This design comes from an exercise in tuning for small area, a short achievable clock period and few clock cycles per item on the open sky130 flow, not from production work.
No driver is modelled on the clock port, so clocking that relies on it looks cheaper here than on a real chip.
No activity file was given, so power comes from the tool's default toggle rates.

==> flow/design.v <==
module apb_slave #(
    parameter ADDR_WIDTH = 32 ,
    parameter DATA_WIDTH = 32 ,
    parameter STRB_WIDTH = DATA_WIDTH / 8)
(
    input       [ADDR_WIDTH-1:0]    PADDR,
    input                           PSELx,
    input                           PENABLE,
    input                           PWRITE,
    input       [DATA_WIDTH-1:0]    PWDATA,
    input       [STRB_WIDTH-1:0]    PSTRB,
    output                          PREADY,
    output                          PSLVERR,
    output      [3:0]               RegIDX,
    output                          RegWR,
    output                          RegRE,
    output      [DATA_WIDTH-1:0]    RegWDATA
);
    wire [27:0] other = {PADDR[31:6], PADDR[1:0]};
    wire [6:0]  zero;
    genvar g;
    generate
        for (g = 0; g < 7; g = g + 1) begin : g_zero
            ApbZero4 z (.a(other[4*g +: 4]), .y(zero[g]));
        end
    endgenerate
    assign RegIDX  = PADDR[5:2];
    ApbSetupDecode dec (
        .zero    (zero),
        .psel    (PSELx),
        .penable (PENABLE),
        .pwrite  (PWRITE),
        .rd      (RegRE),
        .wr      (RegWR)
    );
    genvar b;
    generate
        for (b = 0; b < STRB_WIDTH; b = b + 1) begin : g_strb
            assign RegWDATA[8*b +: 8] = PWDATA[8*b +: 8] & {8{PSTRB[b]}};
        end
    endgenerate
    assign PREADY  = 1'b1;
    assign PSLVERR = 1'b0;
endmodule
module ApbZero4 (
    input  wire [3:0] a,
    output wire       y
);
    assign y = ~|a;
endmodule
module ApbSetupDecode (
    input  wire [6:0] zero,
    input  wire       psel,
    input  wire       penable,
    input  wire       pwrite,
    output wire       rd,
    output wire       wr
);
    wire mapped_setup = &zero & psel & ~penable;
    assign rd = mapped_setup & ~pwrite;
    assign wr = mapped_setup &  pwrite;
endmodule
module RegisterFile #(
    parameter DATA_WIDTH = 32
) (
    input wire                          PCLK,
    input wire                          PRESETn,
    input wire [3:0]                    RegIDX,
    input wire                          RegWR,
    input wire                          RegRE,
    input wire [DATA_WIDTH-1 : 0]       RegWDATA,
    output reg [DATA_WIDTH-1 : 0]       RegRDATA
);
    wire [DATA_WIDTH-1:0] regs [0:15];
    reg                   wr_q;
    reg  [3:0]            widx_q;
    always @(posedge PCLK) begin
        wr_q   <= RegWR;
        widx_q <= RegIDX;
    end
    genvar r;
    generate
        for (r = 0; r < 16; r = r + 1) begin : g_reg
            reg [DATA_WIDTH-1:0] q;
            always @(posedge PCLK)
                if (wr_q && widx_q == r)
                    q <= RegWDATA;
            assign regs[r] = q;
        end
    endgenerate
    wire [15:0] rsel;
    RegDecode4 rdec (.idx(RegIDX), .sel(rsel));
    wire rhold = ~RegRE & PRESETn;
    wire [DATA_WIDTH-1:0] rd_next;
    genvar b;
    generate
        for (b = 0; b < DATA_WIDTH; b = b + 1) begin : g_rbit
            wire [15:0] col;
            genvar k;
            for (k = 0; k < 16; k = k + 1) begin : g_col
                assign col[k] = regs[k][b];
            end
            RegReadBit rbit (
                .sel   (rsel),
                .col   (col),
                .en    (RegRE),
                .hold  (rhold),
                .q     (RegRDATA[b]),
                .d     (rd_next[b])
            );
        end
    endgenerate
    always @(posedge PCLK)
        RegRDATA <= rd_next;
endmodule
module RegReadBit (
    input  wire [15:0] sel,
    input  wire [15:0] col,
    input  wire        en,
    input  wire        hold,
    input  wire        q,
    output wire        d
);
    wire [7:0] n;
    genvar k;
    generate
        for (k = 0; k < 8; k = k + 1) begin : g_pair
            RegReadAoi2 t (.s(sel[2*k +: 2]), .c(col[2*k +: 2]), .y(n[k]));
        end
    endgenerate
    wire [1:0] o;
    RegReadNand4 c0 (.a(n[3:0]), .y(o[0]));
    RegReadNand4 c1 (.a(n[7:4]), .y(o[1]));
    assign d = (en & (o[0] | o[1])) | (hold & q);
endmodule
module RegReadAoi2 (
    input  wire [1:0] s,
    input  wire [1:0] c,
    output wire       y
);
    assign y = ~|(s & c);
endmodule
module RegReadNand4 (
    input  wire [3:0] a,
    output wire       y
);
    assign y = ~&a;
endmodule
module RegDecode4 (
    input  wire [3:0]  idx,
    output wire [15:0] sel
);
    wire [3:0] lo = 4'b0001 << idx[1:0];
    wire [3:0] hi = 4'b0001 << idx[3:2];
    genvar i;
    generate
        for (i = 0; i < 16; i = i + 1) begin : g_sel
            RegSelAnd u (.a(lo[i % 4]), .b(hi[i / 4]), .y(sel[i]));
        end
    endgenerate
endmodule
module RegSelAnd (
    input  wire a,
    input  wire b,
    output wire y
);
    assign y = a & b;
endmodule
module apb_wrapper #(
    parameter ADDR_WIDTH = 32 ,
    parameter DATA_WIDTH = 32 ,
    parameter STRB_WIDTH = DATA_WIDTH / 8)
(
    input                    PCLK,
    input                    PRESETn,
    input   [ADDR_WIDTH-1:0] PADDR,
    input                    PSELx,
    input                    PENABLE,
    input                    PWRITE,
    input   [DATA_WIDTH-1:0] PWDATA,
    input   [STRB_WIDTH-1:0] PSTRB,
    output                   PREADY,
    output  [DATA_WIDTH-1:0] PRDATA,
    output                   PSLVERR
);
    wire    [3:0]            RegIDX;
    wire                     RegWR;
    wire                     RegRE;
    wire    [DATA_WIDTH-1:0] RegWDATA;
    apb_slave #(
        .ADDR_WIDTH(ADDR_WIDTH),
        .DATA_WIDTH(DATA_WIDTH),
        .STRB_WIDTH(STRB_WIDTH)
    ) slave (
        .PADDR(PADDR),
        .PSELx(PSELx),
        .PENABLE(PENABLE),
        .PWRITE(PWRITE),
        .PWDATA(PWDATA),
        .PSTRB(PSTRB),
        .PREADY(PREADY),
        .PSLVERR(PSLVERR),
        .RegIDX(RegIDX),
        .RegWR(RegWR),
        .RegRE(RegRE),
        .RegWDATA(RegWDATA)
    );
    RegisterFile #(
        .DATA_WIDTH(DATA_WIDTH)
    ) reg_file (
        .PCLK(PCLK),
        .PRESETn(PRESETn),
        .RegIDX(RegIDX),
        .RegWR(RegWR),
        .RegRE(RegRE),
        .RegWDATA(RegWDATA),
        .RegRDATA(PRDATA)
    );
endmodule
==> flow/config.mk <==
export PLATFORM = sky130hd
export DESIGN_NAME = apb_wrapper
export DESIGN_NICKNAME = apb_wrapper
export VERILOG_FILES = /design/flow/design.v
export SDC_FILE = /design/flow/constraint.sdc
export NUM_CORES = 4
export LEC_CHECK = 0
export ABC_CLOCK_PERIOD_IN_PS = 2000
export CAP_MARGIN = 20
export CORE_MARGIN = 2
export CORE_UTILIZATION = 60
export CTS_BUF_LIST = sky130_fd_sc_hd__clkbuf_16
export CTS_CLUSTER_DIAMETER = 100
export CTS_CLUSTER_SIZE = 30
export SETUP_SLACK_MARGIN = 3.1
export SLEW_MARGIN = 20
export SYNTH_HIERARCHICAL = 1
export SYNTH_MINIMUM_KEEP_SIZE = 0
==> flow/constraint.sdc <==
create_clock -name core_clock -period 5.0 [get_ports {PCLK}]
set_input_delay 1.0000 -clock core_clock [delete_from_list [all_inputs] [get_ports {PCLK}]]
set_output_delay 1.0000 -clock core_clock [all_outputs]
set_load 0.01 [all_outputs]
standard.sh (not shown) runs the stock make flow with config.mk's settings and CLKGATE_MAP_FILE= SYNTH_SCRIPT=/design/flow/synth_recipe.tcl, a recipe that flattens the netlist after the stock synthesis.
==> flow/flow/run.sh <==
#!/bin/bash
# Layout flow: the standard ORFS flow (standard.sh) with two changes:
# - every input and output port is buffered by a plain buf_2 instead of the
#   buffer the resizer picks by default (clkdlybuf4s50_1, a slow delay cell);
# - after clock tree synthesis, the tree's root buffer is removed and the
#   clock port feeds the first-level clock buffers (flow/post_cts.tcl).
set -euo pipefail
export BUFFER_PORTS_ARGS="-buffer_cell sky130_fd_sc_hd__buf_2"
export FLOW_CLOCK_PORT=PCLK
export POST_CTS_TCL="$PWD/flow/post_cts.tcl"
bash standard.sh finish > standard_flow.log 2>&1
==> flow/flow/post_cts.tcl <==
proc drop_clock_root {} {
  set block [ord::get_db_block]
  set clk_port PCLK
  if {[info exists ::env(FLOW_CLOCK_PORT)]} { set clk_port $::env(FLOW_CLOCK_PORT) }
  set port_net [$block findNet $clk_port]
  set root ""
  foreach it [$port_net getITerms] {
    set inst [$it getInst]
    if {[[$inst getMaster] getName] eq "sky130_fd_sc_hd__clkbuf_16"} { set root $inst }
  }
  if {$root eq "" || [llength [$port_net getITerms]] != 1} {
    puts "drop_clock_root: clock port does not feed exactly one root buffer, tree kept"
    return
  }
  set out_net [[$root findITerm X] getNet]
  set loads {}
  foreach it [$out_net getITerms] {
    if {[$it getInst] ne $root} { lappend loads $it }
  }
  if {[llength $loads] > 4} {
    puts "drop_clock_root: root buffer drives [llength $loads] cells, tree kept"
    return
  }
  foreach it $loads {
    $it disconnect
    $it connect $port_net
  }
  puts "drop_clock_root: removed [$root getName], clock port feeds [llength $loads] buffers"
  odb::dbInst_destroy $root
  odb::dbNet_destroy $out_net
}

drop_clock_root
estimate_parasitics -placement
report_clock_latency
repair_timing_helper
detailed_placement
check_placement -verbose
estimate_parasitics -placement
report_worst_slack
==> next run, changes <==
--- a/flow/design.v
+++ b/flow/design.v
@@ -119,34 +119,34 @@
     input  wire        en,
     input  wire        hold,
     input  wire        q,
     output wire        d
 );
-    wire [7:0] n;
-    genvar k;
-    generate
-        for (k = 0; k < 8; k = k + 1) begin : g_pair
-            RegReadAoi2 t (.s(sel[2*k +: 2]), .c(col[2*k +: 2]), .y(n[k]));
-        end
-    endgenerate
+    wire [5:0] n;
+    RegReadAoi3 t0 (.s(sel[2:0]),   .c(col[2:0]),   .y(n[0]));
+    RegReadAoi3 t1 (.s(sel[5:3]),   .c(col[5:3]),   .y(n[1]));
+    RegReadAoi3 t2 (.s(sel[8:6]),   .c(col[8:6]),   .y(n[2]));
+    RegReadAoi3 t3 (.s(sel[11:9]),  .c(col[11:9]),  .y(n[3]));
+    RegReadAoi3 t4 (.s(sel[14:12]), .c(col[14:12]), .y(n[4]));
+    assign n[5] = ~(sel[15] & col[15]);
     wire [1:0] o;
-    RegReadNand4 c0 (.a(n[3:0]), .y(o[0]));
-    RegReadNand4 c1 (.a(n[7:4]), .y(o[1]));
+    RegReadNand3 c0 (.a(n[2:0]), .y(o[0]));
+    RegReadNand3 c1 (.a(n[5:3]), .y(o[1]));
     assign d = (en & (o[0] | o[1])) | (hold & q);
 endmodule
-module RegReadAoi2 (
-    input  wire [1:0] s,
-    input  wire [1:0] c,
+module RegReadNand3 (
+    input  wire [2:0] a,
     output wire       y
 );
+    assign y = ~&a;
+endmodule
+module RegReadAoi3 (
+    input  wire [2:0] s,
+    input  wire [2:0] c,
+    output wire       y
+);
     assign y = ~|(s & c);
-endmodule
-module RegReadNand4 (
-    input  wire [3:0] a,
-    output wire       y
-);
-    assign y = ~&a;
 endmodule
 module RegDecode4 (
     input  wire [3:0]  idx,
     output wire [15:0] sel
 );
What happened:
- The new run completed with no timing, DRC or antenna violations
- non-clock buffer count drops by 32
- clock skew goes up by 0.0032 ns
- via count rose by a few percent
- flip-flop and latch count is unchanged
- register-to-register slack got worse by 0.04 ns
- first-iteration DRC count came out higher by well over a third
- hold slack hardly moves
- cell count goes down by a few percent
- count of clock-buffer cells in the layout stays the same
- total power stays flat
- die area is lower by a little under a tenth
- core utilization grows by 0.20 points
- global-route usage is higher by 8.2 points
Function was not checked in any run of this note: the RTL went through the layout flow alone.

## port drivers added, routing unchanged
No port has a modelled driver above. Below, the same layouts with a new extraction and two added sets of constraints. Step 1 assumes that a clkbuf_16 drives the clock port and a buf_2 every other input. Step 2 times the ports against the registers' clock, not the clock port: input delays grow and output delays shrink by t, the midpoint of the rising clock arrivals with the driver on. Slacks: ideal / step 1 / step 2; pairs: ideal / step 1.
run | t, ns | slack for setup (ns) | worst hold slack (ns)
the first run | 0.492 | 2.947 / 2.975 / 2.483 | 0.456 / 0.456 / 0.456
the second run | 0.496 | 2.837 / 2.835 / 2.339 | 0.456 / 0.456 / 0.456
After both steps setup and hold are still met in every run listed. For the second run, which loses most, drivers alone change the setup slack by -0.002 ns; drivers and shift together by -0.498 ns.
